Source: an optimization exercise on an open RTL-to-GDS flow (aim: small area). Production flows keep margins and buffers that such runs may drop. Function was checked by simulation only, so behaviour that the tests miss may differ from the original. No activity file was given, so power comes from the tool's default toggle rates.

S:
## checkers_top
module checkers_top (
    input             clk,
    input             rst_n,
    input             draw_n,
    input             submit_n,
    input      [3:0]  sw,
    output     [6:0]  hex0,
    output     [6:0]  hex1,
    output     [6:0]  hex2,
    output     [6:0]  hex3,
    output     [9:0]  ledr,
    output     [14:0] fb_addr,
    output     [23:0] fb_data,
    output            fb_we
);
reg turn;         
assign hex0 = {1'b1, turn, turn, turn, 2'b00, turn};
assign hex1 = 7'b1000000;
assign hex2 = 7'b1000000;
assign hex3 = 7'b1111111;
reg F;
reg [4:0] cl;
reg [12:0] ch;
reg [2:0] y2h;
reg win;          
reg pw;           
wire pressed = !submit_n;
wire [3:0] x1 = ch[3:0];
wire [3:0] y1 = ch[7:4];
wire [3:0] x2 = ch[11:8];
wire [3:0] y2 = {y2h, ch[12]};
reg s_e, s_p, s_k, t_e;
wire [2:0] sr = y1[2:0] + {2'b00, x1[3]};
wire [4:0] sb = {sr, x1[2:1]};
wire sdark = x1[0] ^ sr[0];
wire [2:0] tr = y2[2:0] + {2'b00, x2[3]};
wire [4:0] tb = {tr, x2[2:1]};
wire tdark = x2[0] ^ tr[0];
wire ok1 = sdark & ~s_e & tdark & t_e;
wire mine = s_p ^ turn;
wire [4:0] dx = {1'b0, x1} - {1'b0, x2};
wire [4:0] dy = {1'b0, y1} - {1'b0, y2};
wire d1 = ((dx == 5'd1) | (dx == 5'd31)) & ((dy == 5'd1) | (dy == 5'd31));
wire d2 = ((dx == 5'd2) | (dx == 5'd30)) & ((dy == 5'd2) | (dy == 5'd30));
wire [3:0] xm = dx[4] ? x1 + 4'd1 : x1 - 4'd1;
wire [3:0] ym = dy[4] ? y1 + 4'd1 : y1 - 4'd1;
wire [2:0] mr = ym[2:0] + {2'b00, xm[3]};
wire [4:0] mb = {mr, xm[2:1]};
wire mdark = xm[0] ^ mr[0];
wire mclr = d2 & mdark;
wire king = (tr == 3'd0) | ((tr == 3'd7) & (x2[2:0] != 3'd0));
wire valid = ok1 & mine & (d1 | d2);
wire P = s_p;
wire K = s_k | king;
wire c_sel = (cl >= 5'd2) & (cl <= 5'd10);
  ...
Size in the first run: ~150 flip-flops, roughly 86 I/O pins, about 7300 um^2 of cells after synthesis.
Settings: LEC_CHECK=0, CAP_MARGIN=20, CORE_MARGIN=2, CORE_UTILIZATION=40, CTS_BUF_LIST=sky130_fd_sc_hd__clkbuf_4 sky130_fd_sc_hd__clkbuf_8, CTS_CLUSTER_DIAMETER=100, CTS_CLUSTER_SIZE=40, PLACE_DENSITY=0.6, SLEW_MARGIN=20; clock period 10.0 ns.
standard.sh (not shown) runs the stock make flow with config.mk's settings and CLKGATE_MAP_FILE= SYNTH_SCRIPT=/design/flow/synth_recipe.tcl, a recipe that flattens the netlist after the stock synthesis.
==> flow/flow/run.sh <==
#!/bin/bash
# Own layout flow: the standard layout (standard.sh) with two changes.
#  - Synthesis is the standard flow's (synth_recipe.tcl, unchanged) except that ABC maps the
#    logic with an area-oriented script (flow/abc_area.script) instead of
#    ORFS's, which buffers and upsizes for speed; registers are untouched.
#    Adders are left to ABC too (no ORFS adder cells), which maps them smaller.
#  - The port buffers that global placement adds are sky130_fd_sc_hd__buf_1.
#  - Clock tree synthesis adds no dummy loads.
#  - Constant outputs keep synthesis's single tie cell for each value
#    instead of one tie cell per output.
# Each tool's full output stays in orfs/logs/; make's output goes to flow.log.
set -euo pipefail
W=$(pwd)
cat > "$W/area_synth.tcl" <<TCL
proc abc {args} {
  set i [lsearch -exact \$args -script]
  if {\$i >= 0} { lset args [expr {\$i + 1}] $W/flow/abc_area.script }
  yosys abc {*}\$args
}
source $W/synth_recipe.tcl
TCL
bash "$W/standard.sh" "SYNTH_SCRIPT=$W/area_synth.tcl" "ADDER_MAP_FILE=" "SKIP_REPAIR_TIE_FANOUT=1" \
  "BUFFER_PORTS_ARGS=-buffer_cell sky130_fd_sc_hd__buf_1" \
  "CTS_ARGS=-sink_clustering_enable -repair_clock_nets -dont_use_dummy_load -sink_clustering_size 40 -sink_clustering_max_diameter 100 -buf_list {sky130_fd_sc_hd__clkbuf_4 sky130_fd_sc_hd__clkbuf_8}" finish > "$W/flow.log" 2>&1
==> flow/flow/abc_area.script <==
strash
&get -n
&fraig -x
&put
scorr
dc2
dretime
strash
&get -n
&dch -f
&nf -R 1000
&put
The flow did not stop early for S: all stages ran, and the layout cleared the timing, design-rule and antenna checks.
Relative to S, the following input files were edited for T:
-- flow/flow/run.sh --
<<< S, line 9
#  - Constant outputs keep synthesis's single tie cell for each value
#    instead of one tie cell per output.
>>> T, line 9
<<< S, line 22
bash "$W/standard.sh" "SYNTH_SCRIPT=$W/area_synth.tcl" "ADDER_MAP_FILE=" "SKIP_REPAIR_TIE_FANOUT=1" \
>>> T, line 20
bash "$W/standard.sh" "SYNTH_SCRIPT=$W/area_synth.tcl" "ADDER_MAP_FILE=" \
--- outcome ---
| fraction of the yosys area taken by sequential cells | T vs S | ≈ equal |. Diff S -> T | HPWL reported at the end of detailed placement | decrease of 0.89%. T has share of the cycle needed by the critical path after routing above what S had. Between T and S, highest clock rate is higher for S, T comes in under that.


## v16
The RTL this note starts from:
==> flow/design.v <==
module checkers_top (
    input             clk,
    input             rst_n,
    input             draw_n,
    input             submit_n,
    input      [3:0]  sw,
    output     [6:0]  hex0,
    output     [6:0]  hex1,
    output     [6:0]  hex2,
    output     [6:0]  hex3,
    output     [9:0]  ledr,
    output     [14:0] fb_addr,
    output     [23:0] fb_data,
    output            fb_we
);
reg turn;         
assign hex0 = {1'b1, turn, turn, turn, 2'b00, turn};
assign hex1 = 7'b1000000;
assign hex2 = 7'b1000000;
assign hex3 = 7'b1111111;
reg F;
reg [4:0] cl;
reg [12:0] ch;
reg [2:0] y2h;
reg win;          
reg pw;           
wire pressed = !submit_n;
wire [3:0] x1 = ch[3:0];
wire [3:0] y1 = ch[7:4];
wire [3:0] x2 = ch[11:8];
wire [3:0] y2 = {y2h, ch[12]};
reg s_e, s_p, s_k, t_e;
wire [2:0] sr = y1[2:0] + {2'b00, x1[3]};
wire [4:0] sb = {sr, x1[2:1]};
wire sdark = x1[0] ^ sr[0];
wire [2:0] tr = y2[2:0] + {2'b00, x2[3]};
wire [4:0] tb = {tr, x2[2:1]};
wire tdark = x2[0] ^ tr[0];
wire ok1 = sdark & ~s_e & tdark & t_e;
wire mine = s_p ^ turn;
wire [4:0] dx = {1'b0, x1} - {1'b0, x2};
wire [4:0] dy = {1'b0, y1} - {1'b0, y2};
wire d1 = ((dx == 5'd1) | (dx == 5'd31)) & ((dy == 5'd1) | (dy == 5'd31));
wire d2 = ((dx == 5'd2) | (dx == 5'd30)) & ((dy == 5'd2) | (dy == 5'd30));
wire [4:0] xsum = x1 + x2;
wire [4:0] ysum = y1 + y2;
wire [3:0] xm = xsum[4:1];
wire [3:0] ym = ysum[4:1];
wire [2:0] mr = ym[2:0] + {2'b00, xm[3]};
wire [4:0] mb = {mr, xm[2:1]};
wire mdark = xm[0] ^ mr[0];
wire mclr = d2 & mdark;
wire king = (tr == 3'd0) | ((tr == 3'd7) & (x2[2:0] != 3'd0));
wire valid = ok1 & mine & (d1 | d2);
wire P = s_p;
wire K = s_k | king;
wire c_sel = (cl >= 5'd2) & (cl <= 5'd10);
wire c_end = F & (&{ch[12], ch[9], ch[6], ch[4], ~cl[4], cl[3], cl[1], cl[0]});   
wire upd = !F & (cl == 5'd23);
wire up = F;
wire [4:0] off = !ok1 ? 5'd20 : !mine ? 5'd19 : d1 ? 5'd16 : d2 ? 5'd15 : 5'd18;
always @(posedge clk or negedge rst_n) begin
    if (!rst_n) begin
        F <= 1'b0;
        cl <= 5'd0;
        win <= 1'b0;
        pw <= 1'b0;
        turn <= 1'b1;
    end else begin
        if (F) begin
            if (c_end) begin
                F <= 1'b0;
                cl <= 5'd0;
            end else
                cl <= cl + 5'd1;
            if (&cl) begin
                win <= 1'b0;
                pw <= 1'b0;
            end
        end else if (cl == 5'd24) begin
            F <= 1'b1;
            cl <= 5'd25;
        end else if (cl == 5'd14)
            cl <= off;
        else if (!c_sel || (cl[0] == pressed))
            cl <= cl + 5'd1;
        if (upd) begin
            win <= 1'b1;
            pw <= valid;
            if (valid) turn <= ~turn;
        end
    end
end
always @(posedge clk) begin
    if (F) begin
        if (&cl) ch <= win ? 13'd1 : ch + 13'd1;
    end else begin
        if (cl == 5'd3) ch[3:0] <= sw;
        if (cl == 5'd5) ch[7:4] <= sw;
        if (cl == 5'd7) ch[11:8] <= sw;
        if (cl == 5'd9) {y2h, ch[12]} <= sw;
    end
end
reg [95:0] ring;
reg [2:0] ph;
reg ini;
always @(posedge clk or negedge rst_n) begin
    if (!rst_n) begin
        ph <= 3'd0;
        ini <= 1'b1;
    end else begin
        ph <= ph + 3'd1;
        if (ph == 3'd7) ini <= 1'b0;
    end
end
wire [11:0] r0 = ring[11:0];
wire [3:0] tdec = (pw && tr == ph) ? (4'b0001 << x2[2:1]) : 4'b0000;
wire [3:0] sdec = (pw && sr == ph) ? (4'b0001 << x1[2:1]) : 4'b0000;
wire [3:0] mdec = (pw && mclr && mr == ph) ? (4'b0001 << xm[2:1]) : 4'b0000;
wire [3:0] ie = ini ? {4{ph == 3'd3 || ph == 3'd4}} : (r0[3:0] & ~tdec) | sdec | mdec;
wire [3:0] ip = ini ? {4{ph >= 3'd5}} : (r0[7:4] & ~tdec) | (tdec & {4{P}});
wire [3:0] ik = ini ? 4'b0000 : (r0[11:8] & ~tdec) | (tdec & {4{K}});
always @(posedge clk)
    ring <= {ik, ip, ie, ring[95:12]};
wire dsc;
wire [4:0] rb;
wire [4:0] ra = dsc ? rb : (cl >= 5'd10) ? tb : sb;
wire [2:0] rpos = ra[4:2] - ph;
wire [11:0] rw = ring[rpos * 12 +: 12];
wire f_t = pw & (ra == tb);
wire f_s = pw & ((ra == sb) | (mclr & (ra == mb)));
wire r_e = ini ? (ra[4:2] == 3'd3 || ra[4:2] == 3'd4) : f_t ? 1'b0 : f_s ? 1'b1 : rw[ra[1:0]];
wire r_p = ini ? (ra[4:2] >= 3'd5) : f_t ? P : rw[4 + ra[1:0]];
wire r_k = ini ? 1'b0 : f_t ? K : rw[8 + ra[1:0]];
always @(posedge clk) begin
    if (!F && !dsc && cl >= 5'd6 && cl <= 5'd9) begin
        s_e <= r_e;
        s_p <= r_p;
        s_k <= r_k;
    end
    if (!F && !dsc && cl >= 5'd10 && cl <= 5'd13)
        t_e <= r_e;
end
localparam [3:0] D_SA = 4'd0, D_CI = 4'd1, D_CC = 4'd2, D_SC = 4'd3,
                 D_EW = 4'd4, D_W1 = 4'd5, D_W2 = 4'd6, D_W3 = 4'd7,
                 D_DW = 4'd8, D_IU = 4'd9, D_ST = 4'd10, D_S0 = 4'd11;
localparam [2:0] K_P1 = 3'd0, K_K1 = 3'd1, K_P2 = 3'd2, K_K2 = 3'd3,
                 K_E = 3'd4, K_W = 3'd7;
reg [3:0] ds;
reg [14:0] addr;
reg [3:0] s15;    
reg [2:0] yc;     
reg [3:0] m15;    
reg [2:0] xc;     
reg [2:0] colr;
reg [2:0] dat;
wire en = ~draw_n | up;
wire wrap = &{addr[13], addr[12], addr[11], addr[6], addr[0]};   
assign rb = {yc, xc[2:1]};
assign dsc = (ds == D_SC);
wire light = ~(xc[0] ^ yc[0]);
wire [2:0] cls = light ? K_W : r_e ? K_E : {1'b0, r_p, r_k};
always @(posedge clk or negedge rst_n) begin
    if (!rst_n) begin
        ds <= D_ST;
        addr <= 15'd0;
    end else begin
        case (ds)
            D_ST: ds <= D_S0;
            D_S0: ds <= D_CI;
            D_SA: ds <= D_CI;
            D_CI: ds <= D_CC;
            D_CC: ds <= D_SC;
            D_SC: ds <= en ? D_EW : D_IU;
            D_EW: ds <= D_W1;
            D_W1: ds <= D_W2;
            D_W2: ds <= D_W3;
            D_W3: ds <= D_DW;
            D_DW: ds <= D_IU;
            D_IU: ds <= D_SA;
            default: ds <= D_ST;
        endcase
        if (ds == D_SA) begin
            if (wrap)
                addr <= 15'd0;
            else
                addr <= addr + 15'd1;
        end
    end
end
always @(posedge clk) begin
        if (ds == D_ST || (ds == D_SA && wrap)) begin
                s15 <= 4'd0;
                yc <= 3'd0;
                m15 <= 4'd15;
                xc <= 3'd0;
        end else if (ds == D_SA) begin
            begin
                s15 <= (s15 == 4'd14) ? 4'd0 : s15 + 4'd1;
                if (s15 == 4'd14) yc <= yc + 3'd1;
                if (s15 == 4'd0 && yc == 3'd0) begin
                    m15 <= (m15 == 4'd14) ? 4'd0 : m15 + 4'd1;
                    if (m15 == 4'd14 && xc != 3'd7) xc <= xc + 3'd1;
                end
            end
        end
        if (ds == D_ST) colr <= K_E;
        if (ds == D_SC) colr <= cls;
end
always @(posedge clk) begin
    if (ds == D_CC) dat <= colr;
end
reg [23:0] rgb;
always @(*) begin
    case (dat)
        K_P1: rgb = 24'h98f5f9;
        K_K1: rgb = 24'h3f97fc;
        K_P2: rgb = 24'hfe5c5e;
        K_K2: rgb = 24'hd80305;
        K_E:  rgb = 24'h000000;
        default: rgb = 24'hffffff;
    endcase
end
assign fb_addr = addr;
assign ledr = addr[9:0];
assign fb_data = rgb;
assign fb_we = (ds == D_W1) | (ds == D_W2) | (ds == D_W3) | (ds == D_DW);
endmodule
==> flow/config.mk <==
export PLATFORM = sky130hd
export DESIGN_NAME = checkers_top
export DESIGN_NICKNAME = checkers_top
export VERILOG_FILES = /design/flow/design.v
export SDC_FILE = /design/flow/constraint.sdc
export NUM_CORES = 4
export LEC_CHECK = 0
export CAP_MARGIN = 20
export CORE_MARGIN = 2
export CORE_UTILIZATION = 40
export CTS_BUF_LIST = sky130_fd_sc_hd__clkbuf_4 sky130_fd_sc_hd__clkbuf_8
export PLACE_DENSITY = 0.6
export SLEW_MARGIN = 20
==> flow/constraint.sdc <==
create_clock -name core_clock -period 10.0 [get_ports {clk}]
set_input_delay 2.0000 -clock core_clock [delete_from_list [all_inputs] [get_ports {clk}]]
set_output_delay 2.0000 -clock core_clock [all_outputs]
set_load 0.01 [all_outputs]
==> flow/flow/run.sh <==
#!/bin/bash
# Own layout flow: the standard layout (standard.sh) with two changes.
#  - Synthesis is the standard flow's (synth_recipe.tcl, unchanged) except that ABC maps the
#    logic with an area-oriented script (flow/abc_area.script) instead of
#    ORFS's, which buffers and upsizes for speed; registers are untouched.
#  - The port buffers that global placement adds are sky130_fd_sc_hd__buf_1.
# Each tool's full output stays in orfs/logs/; make's output goes to flow.log.
set -euo pipefail
W=$(pwd)
cat > "$W/area_synth.tcl" <<TCL
proc abc {args} {
  set i [lsearch -exact \$args -script]
  if {\$i >= 0} { lset args [expr {\$i + 1}] $W/flow/abc_area.script }
  yosys abc {*}\$args
}
source $W/synth_recipe.tcl
TCL
bash "$W/standard.sh" "SYNTH_SCRIPT=$W/area_synth.tcl" \
  "BUFFER_PORTS_ARGS=-buffer_cell sky130_fd_sc_hd__buf_1" finish > "$W/flow.log" 2>&1
Scripts as last shown in full above: flow/flow/abc_area.script
What v39 does differently from v16 at the input level:
- putting CTS_CLUSTER_SIZE at 40 where nothing was set
- putting CTS_CLUSTER_DIAMETER at 100 where nothing was set
diff --git a/flow/flow/run.sh b/flow/flow/run.sh
--- a/flow/flow/run.sh
+++ b/flow/flow/run.sh
@@ -4,5 +4,7 @@
 #    logic with an area-oriented script (flow/abc_area.script) instead of
 #    ORFS's, which buffers and upsizes for speed; registers are untouched.
+#    Adders are left to ABC too (no ORFS adder cells), which maps them smaller.
 #  - The port buffers that global placement adds are sky130_fd_sc_hd__buf_1.
+#  - Clock tree synthesis adds no dummy loads.
 # Each tool's full output stays in orfs/logs/; make's output goes to flow.log.
 set -euo pipefail
@@ -16,4 +18,5 @@
 source $W/synth_recipe.tcl
 TCL
-bash "$W/standard.sh" "SYNTH_SCRIPT=$W/area_synth.tcl" \
-  "BUFFER_PORTS_ARGS=-buffer_cell sky130_fd_sc_hd__buf_1" finish > "$W/flow.log" 2>&1
+bash "$W/standard.sh" "SYNTH_SCRIPT=$W/area_synth.tcl" "ADDER_MAP_FILE=" \
+  "BUFFER_PORTS_ARGS=-buffer_cell sky130_fd_sc_hd__buf_1" \
+  "CTS_ARGS=-sink_clustering_enable -repair_clock_nets -dont_use_dummy_load -sink_clustering_size 40 -sink_clustering_max_diameter 200 -buf_list {sky130_fd_sc_hd__clkbuf_16}" finish > "$W/flow.log" 2>&1
==> comparison <==
- Diff v16..v39 | TritonCTS buffer count | unchanged
- Compared with v16, via density per instance in v39 increased slightly.
- Higher cell count goes to v16 over v39.
- In the tables for v16 and v39, area used by multi-input combinational logic reads higher with v16.
- Summary of the comparison: wire length is lower in v39, relative to v16.
Edits applied to the flow inputs when going from v39 to v10:
- clearing CTS_BUF_LIST, which used to be sky130_fd_sc_hd__clkbuf_4 sky130_fd_sc_hd__clkbuf_8
- clearing CTS_CLUSTER_DIAMETER, which used to be 100
- clearing CTS_CLUSTER_SIZE, which used to be 40
==> flow/flow/run.sh <==
#!/bin/bash
# Own layout flow: the standard layout (standard.sh) with two changes.
#  - Synthesis is the standard flow's (synth_recipe.tcl, unchanged) except that ABC maps the
#    logic with an area-oriented script (flow/abc_area.script) instead of
#    ORFS's, which buffers and upsizes for speed; registers are untouched.
#  - The port buffers that global placement adds are sky130_fd_sc_hd__buf_1.
# Each tool's full output stays in orfs/logs/; make's output goes to flow.log.
set -euo pipefail
W=$(pwd)
cat > "$W/area_synth.tcl" <<TCL
proc abc {args} {
  set i [lsearch -exact \$args -script]
  if {\$i >= 0} { lset args [expr {\$i + 1}] $W/flow/abc_area.script }
  yosys abc {*}\$args
}
source $W/synth_recipe.tcl
TCL
bash "$W/standard.sh" "SYNTH_SCRIPT=$W/area_synth.tcl" \
  "BUFFER_PORTS_ARGS=-buffer_cell sky130_fd_sc_hd__buf_1" finish > "$W/flow.log" 2>&1
## What came out
Diff v39 -> v10 | number of non-clock inverters | up by more than half
Compared with v39, in v10 met2 track demand over resource in global routing saw an increase; fmax decreased 11%.
Every run (v39 and v10) finished clean.
v39 reports its most area-hungry cell class in the final design as sequential cells while v10 reports multi-input gates.
Relative to v10, the following input files were edited for v42:
- ABC_AREA newly set to 1
==> flow/run.sh (new file) <==
#!/bin/bash
# synth_recipe.tcl (not shown) runs the flow's synth.tcl, then flattens the netlist and writes it again
# the make line also repeats each setting of config.mk as NAME=value (left out here)
make -C /OpenROAD-flow-scripts/flow DESIGN_CONFIG=/design/flow/config.mk WORK_HOME=/design/flow/orfs CLKGATE_MAP_FILE= SYNTH_SCRIPT=/design/flow/synth_recipe.tcl finish
removed: flow/flow/run.sh
removed: flow/flow/abc_area.script
removed: flow/standard.sh
## What came out
- v42 finished every stage and its layout cleared the timing, design-rule and antenna checks.
- v42 vs. v10: post-detailed-route wirelength per cell -0.97 um; placeable core area moved up.
- Design area: higher on v42
- What v10 reported for power in combinational cells has to be multiplied by 2.0 to get the figure for v42.
- v10 -> v42: sequential cell count delta 0, exact match
- Share of synthesized cell area in full adder, half adder and majority cells was higher in the run labelled v10.
- Fraction of area in registers, v10 and v42: larger value in v10
- Of the two values seen for highest-power group, sequential cells was produced by v10 and combinational cells by v42.
- | area growth from synthesis to layout | v42 vs v10 | 1.5 points higher |
- Diff v10 -> v42: wire length on met2 saw an increase, cell count went up, total power grew by about 36%.

[afterwards: timing with drivers on the ports]
How much do the figures lean on ideal ports? The routed layouts below were timed once more, with nothing changed but the port constraints. Step 1, drivers: a clkbuf_16 drives clk and a buf_2 each remaining input, both assumed. Step 2 moves the port delays by t, midway between the first and last clock arrival at a register: inputs arrive t later, outputs are due t later. That takes back most of the time a late clock gives input paths. Slacks: no drivers / after step 1 / after step 2; pairs: no drivers / after step 1.
| run | t (ns) | slack for setup (ns) | worst register clock-pin slew, ns |
|---|---|---|---|
| S | 0.472 | 5.070 / 5.070 / 5.070 | 0.09 / 0.09 |
| T | 0.472 | 4.828 / 4.828 / 4.828 | 0.09 / 0.09 |
| v16 | 0.487 | 4.745 / 4.745 / 4.745 | 0.10 / 0.10 |
| v39 | 0.459 | 5.290 / 5.290 / 5.290 | 0.07 / 0.07 |
| v10 | 0.465 | 4.685 / 4.685 / 4.685 | 0.07 / 0.07 |
| v42 | 0.467 | 5.302 / 5.302 / 5.302 | 0.07 / 0.07 |
After both steps setup and hold are still met in every run listed.
